Background: an optimization exercise with open tools, aiming at small area. Do not read the settings as production practice. RTL that was checked went through simulation tests only; none was proved equivalent to the original. No functional check of the RTL was part of run 2.

==> flow/design.v, too long to show whole: its modules and the start of the top module <==
// module CORDIC_COS_SIN: 1716 lines
module CORDIC_COS_SIN #(
    parameter DATA_WIDTH = 16,
    parameter PHASE_WIDTH = 32,
    parameter STAGE = 16
) (
    input clk,
    input rst,
    input en,
    input mode,
    input signed [DATA_WIDTH-1:0] x0,
    input signed [DATA_WIDTH-1:0] y0,
    input signed [PHASE_WIDTH-1:0] phase,
    output valid,
    output [DATA_WIDTH:0] cos,
    output [DATA_WIDTH:0] sin
);
  // ...
==> flow/flow/run.sh <==
#!/bin/bash
set -euo pipefail
bash standard.sh BUFFER_PORTS_ARGS="-buffer_cell sky130_fd_sc_hd__buf_1" finish > standard_flow.log 2>&1
==> flow/standard.sh <==
#!/bin/bash
# synth_recipe.tcl (not shown) runs the flow's synth.tcl, then flattens the netlist and writes it again
# the make line also repeats each setting of config.mk as NAME=value (left out here)
make -C /OpenROAD-flow-scripts/flow DESIGN_CONFIG=/design/flow/config.mk WORK_HOME=/design/flow/orfs CLKGATE_MAP_FILE= SYNTH_SCRIPT=/design/flow/synth_recipe.tcl "${@:-finish}"
==> flow/config.mk <==
export PLATFORM = sky130hd
export DESIGN_NAME = CORDIC_COS_SIN
export DESIGN_NICKNAME = CORDIC_COS_SIN
export VERILOG_FILES = /design/flow/design.v
export SDC_FILE = /design/flow/constraint.sdc
export NUM_CORES = 4
export LEC_CHECK = 0
export ABC_AREA = 1
export CAP_MARGIN = 20
export CORE_MARGIN = 2
export CORE_UTILIZATION = 55
export CTS_BUF_LIST = sky130_fd_sc_hd__clkbuf_4 sky130_fd_sc_hd__clkbuf_8
export CTS_CLUSTER_DIAMETER = 60
export CTS_CLUSTER_SIZE = 30
export GPL_TIMING_DRIVEN = 0
export SETUP_SLACK_MARGIN = -0.1
export SLEW_MARGIN = 20
==> flow/constraint.sdc <==
create_clock -name core_clock -period 5.0 [get_ports {clk}]
set_input_delay 1.0000 -clock core_clock [delete_from_list [all_inputs] [get_ports {clk}]]
set_output_delay 1.0000 -clock core_clock [all_outputs]
set_load 0.01 [all_outputs]
==> notes.md, run 1 <==
status=finished clean; Final Core Density=about three fifths; cts repair resizes=47; final worst slack=0.1736 ns; Worst Path Max Fanout=10; CP Data Arrival Time=5.41 ns; die height=247.7 um; commonest non-fill, non-tap cell in the layout=nand2_1; Max Fclk=207.2 MHz; Reg2Reg Launch Point=xr6[12]; postcts setup bufs=8; top-count cell post-synth=nand2_1; dpl cells=5134; Total GRT Usage=22.85%; Slew Limit Fails=0; I/O pin cnt=between 100 and 150; area grow syn2layout=11.17%; Worst path most repeated cell=nand2_1; clock sink count=between 300 and 400; Non-clk bufs=slightly below 200; CP Class=register to register; largest cells by area after synthesis=dfxtp_1 (21%), xor2_1 (14%), ha_1 (13%), nand2_1 (9.6%), fa_1 (9.3%)
==> run 2: changes to the inputs <==
--- a/flow/design.v
+++ b/flow/design.v
@@ -591,37 +591,48 @@
 wire xa7_G6 = (xa7_g[7] | (xa7_p[7] & xa7_g[6]));
 wire xa7_P6 = xa7_p[7] & xa7_p[6];
 assign xa7_c[8] = xa7_G6 | (xa7_P6 & xa7_c[6]);
 assign xa7_c[9] = xa7_g[8] | (xa7_p[8] & xa7_c[8]);
 wire xa7_G8 = (xa7_g[9] | (xa7_p[9] & xa7_g[8]));
 wire xa7_P8 = xa7_p[9] & xa7_p[8];
 assign xa7_c[10] = xa7_G8 | (xa7_P8 & xa7_c[8]);
 wire xa7_sg = y6[16];
-wire [16:10] xa7_or, xa7_and;
-assign xa7_or[10] = xa7_c[10];
-assign xa7_and[10] = xa7_c[10];
-assign xa7_or[11] = xa7_or[10] | x6[10];
-assign xa7_and[11] = xa7_and[10] & x6[10];
-assign xa7_c[11] = xa7_sg ? xa7_or[11] : xa7_and[11];
-assign xa7_or[12] = xa7_or[11] | x6[11];
-assign xa7_and[12] = xa7_and[11] & x6[11];
-assign xa7_c[12] = xa7_sg ? xa7_or[12] : xa7_and[12];
-assign xa7_or[13] = xa7_or[12] | x6[12];
-assign xa7_and[13] = xa7_and[12] & x6[12];
-assign xa7_c[13] = xa7_sg ? xa7_or[13] : xa7_and[13];
-assign xa7_or[14] = xa7_or[13] | x6[13];
-assign xa7_and[14] = xa7_and[13] & x6[13];
-assign xa7_c[14] = xa7_sg ? xa7_or[14] : xa7_and[14];
-assign xa7_or[15] = xa7_or[14] | x6[14];
-assign xa7_and[15] = xa7_and[14] & x6[14];
-assign xa7_c[15] = xa7_sg ? xa7_or[15] : xa7_and[15];
-assign xa7_or[16] = xa7_or[15] | x6[15];
-assign xa7_and[16] = xa7_and[15] & x6[15];
-assign xa7_c[16] = xa7_sg ? xa7_or[16] : xa7_and[16];
+wire xa7_or0_1 = x6[11] | x6[10];
+wire xa7_or0_3 = x6[13] | x6[12];
+wire xa7_or0_5 = x6[15] | x6[14];
+wire xa7_or1_2 = x6[12] | xa7_or0_1;
+wire xa7_or1_3 = xa7_or0_3 | xa7_or0_1;
+wire xa7_or2_4 = x6[14] | xa7_or1_3;
+wire xa7_or2_5 = xa7_or0_5 | xa7_or1_3;
+wire xa7_OR11 = x6[10];
+wire xa7_OR12 = xa7_or0_1;
+wire xa7_OR13 = xa7_or1_2;
+wire xa7_OR14 = xa7_or1_3;
+wire xa7_OR15 = xa7_or2_4;
+wire xa7_OR16 = xa7_or2_5;
+wire xa7_and0_1 = x6[11] & x6[10];
+wire xa7_and0_3 = x6[13] & x6[12];
+wire xa7_and0_5 = x6[15] & x6[14];
+wire xa7_and1_2 = x6[12] & xa7_and0_1;
+wire xa7_and1_3 = xa7_and0_3 & xa7_and0_1;
+wire xa7_and2_4 = x6[14] & xa7_and1_3;
+wire xa7_and2_5 = xa7_and0_5 & xa7_and1_3;
+wire xa7_AND11 = x6[10];
+wire xa7_AND12 = xa7_and0_1;
+wire xa7_AND13 = xa7_and1_2;
+wire xa7_AND14 = xa7_and1_3;
+wire xa7_AND15 = xa7_and2_4;
+wire xa7_AND16 = xa7_and2_5;
+assign xa7_c[11] = xa7_sg ? (xa7_c[10] | xa7_OR11) : (xa7_c[10] & xa7_AND11);
+assign xa7_c[12] = xa7_sg ? (xa7_c[10] | xa7_OR12) : (xa7_c[10] & xa7_AND12);
+assign xa7_c[13] = xa7_sg ? (xa7_c[10] | xa7_OR13) : (xa7_c[10] & xa7_AND13);
+assign xa7_c[14] = xa7_sg ? (xa7_c[10] | xa7_OR14) : (xa7_c[10] & xa7_AND14);
+assign xa7_c[15] = xa7_sg ? (xa7_c[10] | xa7_OR15) : (xa7_c[10] & xa7_AND15);
+assign xa7_c[16] = xa7_sg ? (xa7_c[10] | xa7_OR16) : (xa7_c[10] & xa7_AND16);
 wire [16:0] xa7 = xa7_p[16:0] ^ xa7_c[16:0];
 wire [16:0] y7_b = {~x6[16], ~x6[16], ~x6[16], ~x6[16], ~x6[16], ~x6[16], ~x6[16], ~x6[15], ~x6[14], ~x6[13], ~x6[12], ~x6[11], ~x6[10], ~x6[9], ~x6[8], ~x6[7], ~x6[6]};
 wire [16:0] y7_p = y6 ^ y7_b, y7_g = y6 & y7_b;
 wire [17:0] y7_c;
 assign y7_c[0] = z6[11];
 assign y7_c[1] = y7_g[0] | (y7_p[0] & y7_c[0]);
 wire y7_G0 = (y7_g[1] | (y7_p[1] & y7_g[0]));
 wire y7_P0 = y7_p[1] & y7_p[0];
@@ -638,37 +649,48 @@
 wire y7_G6 = (y7_g[7] | (y7_p[7] & y7_g[6]));
 wire y7_P6 = y7_p[7] & y7_p[6];
 assign y7_c[8] = y7_G6 | (y7_P6 & y7_c[6]);
 assign y7_c[9] = y7_g[8] | (y7_p[8] & y7_c[8]);
 wire y7_G8 = (y7_g[9] | (y7_p[9] & y7_g[8]));
 wire y7_P8 = y7_p[9] & y7_p[8];
 assign y7_c[10] = y7_G8 | (y7_P8 & y7_c[8]);
 wire y7_sg = ~x6[16];
-wire [16:10] y7_or, y7_and;
-assign y7_or[10] = y7_c[10];
-assign y7_and[10] = y7_c[10];
-assign y7_or[11] = y7_or[10] | y6[10];
-assign y7_and[11] = y7_and[10] & y6[10];
-assign y7_c[11] = y7_sg ? y7_or[11] : y7_and[11];
-assign y7_or[12] = y7_or[11] | y6[11];
-assign y7_and[12] = y7_and[11] & y6[11];
-assign y7_c[12] = y7_sg ? y7_or[12] : y7_and[12];
-assign y7_or[13] = y7_or[12] | y6[12];
-assign y7_and[13] = y7_and[12] & y6[12];
-assign y7_c[13] = y7_sg ? y7_or[13] : y7_and[13];
-assign y7_or[14] = y7_or[13] | y6[13];
-assign y7_and[14] = y7_and[13] & y6[13];
-assign y7_c[14] = y7_sg ? y7_or[14] : y7_and[14];
-assign y7_or[15] = y7_or[14] | y6[14];
-assign y7_and[15] = y7_and[14] & y6[14];
-assign y7_c[15] = y7_sg ? y7_or[15] : y7_and[15];
-assign y7_or[16] = y7_or[15] | y6[15];
-assign y7_and[16] = y7_and[15] & y6[15];
-assign y7_c[16] = y7_sg ? y7_or[16] : y7_and[16];
+wire y7_or0_1 = y6[11] | y6[10];
+wire y7_or0_3 = y6[13] | y6[12];
+wire y7_or0_5 = y6[15] | y6[14];
+wire y7_or1_2 = y6[12] | y7_or0_1;
+wire y7_or1_3 = y7_or0_3 | y7_or0_1;
+wire y7_or2_4 = y6[14] | y7_or1_3;
+wire y7_or2_5 = y7_or0_5 | y7_or1_3;
+wire y7_OR11 = y6[10];
+wire y7_OR12 = y7_or0_1;
+wire y7_OR13 = y7_or1_2;
+wire y7_OR14 = y7_or1_3;
+wire y7_OR15 = y7_or2_4;
+wire y7_OR16 = y7_or2_5;
+wire y7_and0_1 = y6[11] & y6[10];
+wire y7_and0_3 = y6[13] & y6[12];
+wire y7_and0_5 = y6[15] & y6[14];
+wire y7_and1_2 = y6[12] & y7_and0_1;
+wire y7_and1_3 = y7_and0_3 & y7_and0_1;
+wire y7_and2_4 = y6[14] & y7_and1_3;
+wire y7_and2_5 = y7_and0_5 & y7_and1_3;
+wire y7_AND11 = y6[10];
+wire y7_AND12 = y7_and0_1;
+wire y7_AND13 = y7_and1_2;
+wire y7_AND14 = y7_and1_3;
+wire y7_AND15 = y7_and2_4;
+wire y7_AND16 = y7_and2_5;
+assign y7_c[11] = y7_sg ? (y7_c[10] | y7_OR11) : (y7_c[10] & y7_AND11);
+assign y7_c[12] = y7_sg ? (y7_c[10] | y7_OR12) : (y7_c[10] & y7_AND12);
+assign y7_c[13] = y7_sg ? (y7_c[10] | y7_OR13) : (y7_c[10] & y7_AND13);
+assign y7_c[14] = y7_sg ? (y7_c[10] | y7_OR14) : (y7_c[10] & y7_AND14);
+assign y7_c[15] = y7_sg ? (y7_c[10] | y7_OR15) : (y7_c[10] & y7_AND15);
+assign y7_c[16] = y7_sg ? (y7_c[10] | y7_OR16) : (y7_c[10] & y7_AND16);
 wire [16:0] y7 = y7_p[16:0] ^ y7_c[16:0];
 wire [12:0] z7_f = {{1{z6[11]}}, z6} + (z6[11] ? 13'd917 : -13'd917);
 wire [10:0] z7 = z7_f[10:0];
 wire [16:0] x7 = xa7 ^ {17{z6[11] ^ z7[10]}};
 reg [16:0] xr4, yr4;
 reg [10:0] zr4;
 always @(posedge clk) begin
     xr4 <= x7;
==> flow/run.sh (new file) <==
#!/bin/bash
# synth_recipe.tcl (not shown) runs the flow's synth.tcl, then flattens the netlist and writes it again
# the make line also repeats each setting of config.mk as NAME=value (left out here)
make -C /OpenROAD-flow-scripts/flow DESIGN_CONFIG=/design/flow/config.mk WORK_HOME=/design/flow/orfs CLKGATE_MAP_FILE= SYNTH_SCRIPT=/design/flow/synth_recipe.tcl finish
removed: flow/flow/run.sh
removed: flow/standard.sh
==> notes.md, run 2 <==
Max Fclk=205.1 MHz (-1.0%); total of max-cap violations=0; I/O pin cnt=103 (unchanged); die height=246.8 um (-0.37%); layout cells sized above 1=13.50%; commonest non-fill, non-tap cell in the layout=nand2_1; number of port buffers=94; Post-synth EDFFs=0; hold_ws=~0.34 ns; Reg2Reg Launch Point=zr2[14]; final setup TNS=0 ns; Netlist cell types=65; Post-Route WL=roughly 70 mm; max_slew headroom=40.83%; largest cells by area after synthesis=dfxtp_1 (22%), xor2_1 (15%), ha_1 (13%), fa_1 (9.3%), nand2_1 (8.6%); final worst slack=0.1245 ns (-0.04908 ns); cell depth of the worst hold path=0; mapped cell area=around 0.032 sq mm; Syn Nets=between 4000 and 5000; RSZ-0062 raised after global routing=yes; Tmin final=4.875 ns; Initial Util=55.87%; largest net degree at the start of global routing=24; Slew Limit Fails=0 (unchanged); Post-DP HPWL=56.54 mm; Clock Latency Late Sink=0.65 ns; Post-synth top cells=nand2_1 (740), inv_1 (714), xor2_1 (547), dfxtp_1 (350), ha_1 (331); vias in the first global route=around 25000; Hold Violations, Final=0; post-synthesis sequential area ratio=22.23%; clock skew=0.05373 ns; largest area contributor in the netlist=dfxtp_1; drt drc=0; dpl cell area=0.03434 sq mm; area grow syn2layout=16.95%; TritonCTS Buffers=37; leading register cell type out of synthesis=dfxtp_1; top-count cell post-synth=nand2_1; first-pass GRT wire length=116.6 mm; Syn Area/Cell=7.722 sq um; clock sink count=358 (unchanged); final setup fails=0; area of the multi-input gates=about 0.024 sq mm; FF-to-FF End=xr3[16]; clock-pin slew on the worst setup and hold paths=0.10 ns; Synth async-reset ratio=roughly 2.2%; Yosys reg bits=between 300 and 400; global route overflow=0; Worst Tran Pin Value=0.8846 ns; Root Driver=clkbuf_8; clock tree from TritonCTS=yes; core area=0.05803 sq mm; crit-path max cell delay=about 0.39 ns; dpl cells=5057 (-1.5%); WP data required=about 5.6 ns; CP Class=register to register; post-route cell area=~0.038 sq mm; Worst Path Max Fanout=8 (-2); type of origin of the critical path=register; post-synth top area share=around 22%; initial antenna violation count=1; clock tree buffer depth=3; fin crit share=97.51%; Worst path most repeated cell=inv_2; Layout Cells excl Fill=5264; most frequent cells in the layout=nand2_1 (712), inv_1 (675), xor2_1 (528), dfxtp_1 (323), ha_1 (299); Total GRT Usage=23.12% (+0.27 points); pre-CTS WS=-1.603 ns; Avg WL per Cell=13.49 um; hold_sp=zr2[0]; FP Rows=88; fill count=5167; DRT iter0 DRCs=~950; Post-CTS Hold Fix Bufs=0; Critical Path Sink Type=register; Hold EP=zr3[0]; Post-Synthesis Cells=4198; full die area=0.06090 sq mm; Final Core Density=65.33% (+3.7 points); Reg area=0.007271 sq mm; Synth Warn #=1; r2r worst-path depth=31; Nets=5018; Vias/cell=4.966; CP Data Arrival Time=5.43 ns (+0.02 ns); slowest CP cell=dfxtp_4; Final GP Congestion=just under 0.9; Reg2Reg Setup Slack=0.12 ns; Max H-tree Level=2; via total after detailed routing=26140; HP Class=register to register; antenna-violating nets left=0; status=finished clean; first-pass iteration count of the detailed router=5; Die X-Extent=approximately 250 um
[run 2: area by class of cell]
type / instances / area share (%)
Clock buffer: 38 / 1.380
Multi-Input combinational cell: 3074 / 62.84
Sequential cell: 358 / 19.18
Tap cell: 765 / 2.525
Clock inverter: 29 / 0.9406
Inverter: 727 / 7.284
Timing Repair Buffer: 233 / 5.244
Buffer: 38 / 0.5908
Antenna cell: 2 / 0.01320
[run 2: timing repair]
| action | CTS | global route |
|---|---|---|
| buffers inserted | 35 | 104 |
| gates resized for setup | 111 | 314 |
| cloned | 0 | 0 |
| pin swaps | 16 | 124 |
| setup endpoints to repair | 156 | 142 |
[run 2: kinds of logic (layout without fill, tap and decap cells)]
group | Yosys count | after routing | share of synthesized area (%)
simple gates | 1352 | 1352 | 17.76
buf+inv | 766 | 1065 | 9.017
xor+xnor | 715 | 715 | 19.75
compound gates | 526 | 526 | 9.202
fa+ha+maj | 481 | 481 | 22.04
flops | 358 | 358 | 22.23
other cells | 0 | 2 | 0
[run 2: layer usage]
layer | GRT usage [%] | vias to the layer above | share of wire [%]
li1 | - | 13820 | -
met1 | 27.67 | 11910 | 44
met2 | 43.14 | 296 | 51
met3 | 2.312 | 116 | 2.6
met4 | 7.335 | 0 | 2.9
met5 | 0 | - | 0
[run 2: worst max-delay path by stage]
stage	startpoint	endpoint	slack, ns	cells after the start
3_5_place_dp	zr2[14]	xr3[16]	-1.60	31
6_report	zr2[14]	xr3[16]	0.12	31
4_1_cts	zr2[14]	xr3[16]	-0.17	30
3_3_place_gp	zr2[14]	xr3[16]	-1.60	31
5_1_grt	xr8[14]	sin[16]	-0.25	27
2_1_floorplan	zr2[14]	xr3[16]	-0.08	31
[run 2: critical path, delay by kind of cell, from the launching register on]
family,cells,cell delay [ns]
DFF,1,0.39
xor gates and xnor gates,4,0.73
adders and majority gates,3,0.67
and+or+nand+nor,8,0.74
buffers and inverters,7,0.71
AOI/OAI and AO/OA,9,1.52

port drivers added, routing unchanged:
In the flow no input, the clock included, has a driving cell. The finished layouts below were timed again as built, in two steps. Step 1: set_driving_cell puts a clkbuf_16 on clk and a buf_2 on each other input, an assumption about the parent block. Step 2 times the ports against the registers' clock, not the clock port: input delays grow and output delays shrink by t, the midpoint of the rising clock arrivals with the driver on. Three values: ideal, step 1, step 2; two values: the first two.
run | t (ns) | setup WS [ns] | slew at the worst register clock pin (ns) | worst data-port slew with drivers (ns) | cell pins on the clock port's net
run 1 | 0.684 | 0.174 / 0.174 / -0.268 | 0.12 / 0.12 | 0.04 | 1
run 2 | 0.680 | 0.125 / 0.092 / -0.405 | 0.12 / 0.12 | 0.06 | 1
Met with ideal ports but missed after step 2: setup timing in run 1 and run 2. For run 2, which loses most, drivers alone change the setup slack by -0.033 ns; drivers and shift together by -0.530 ns.
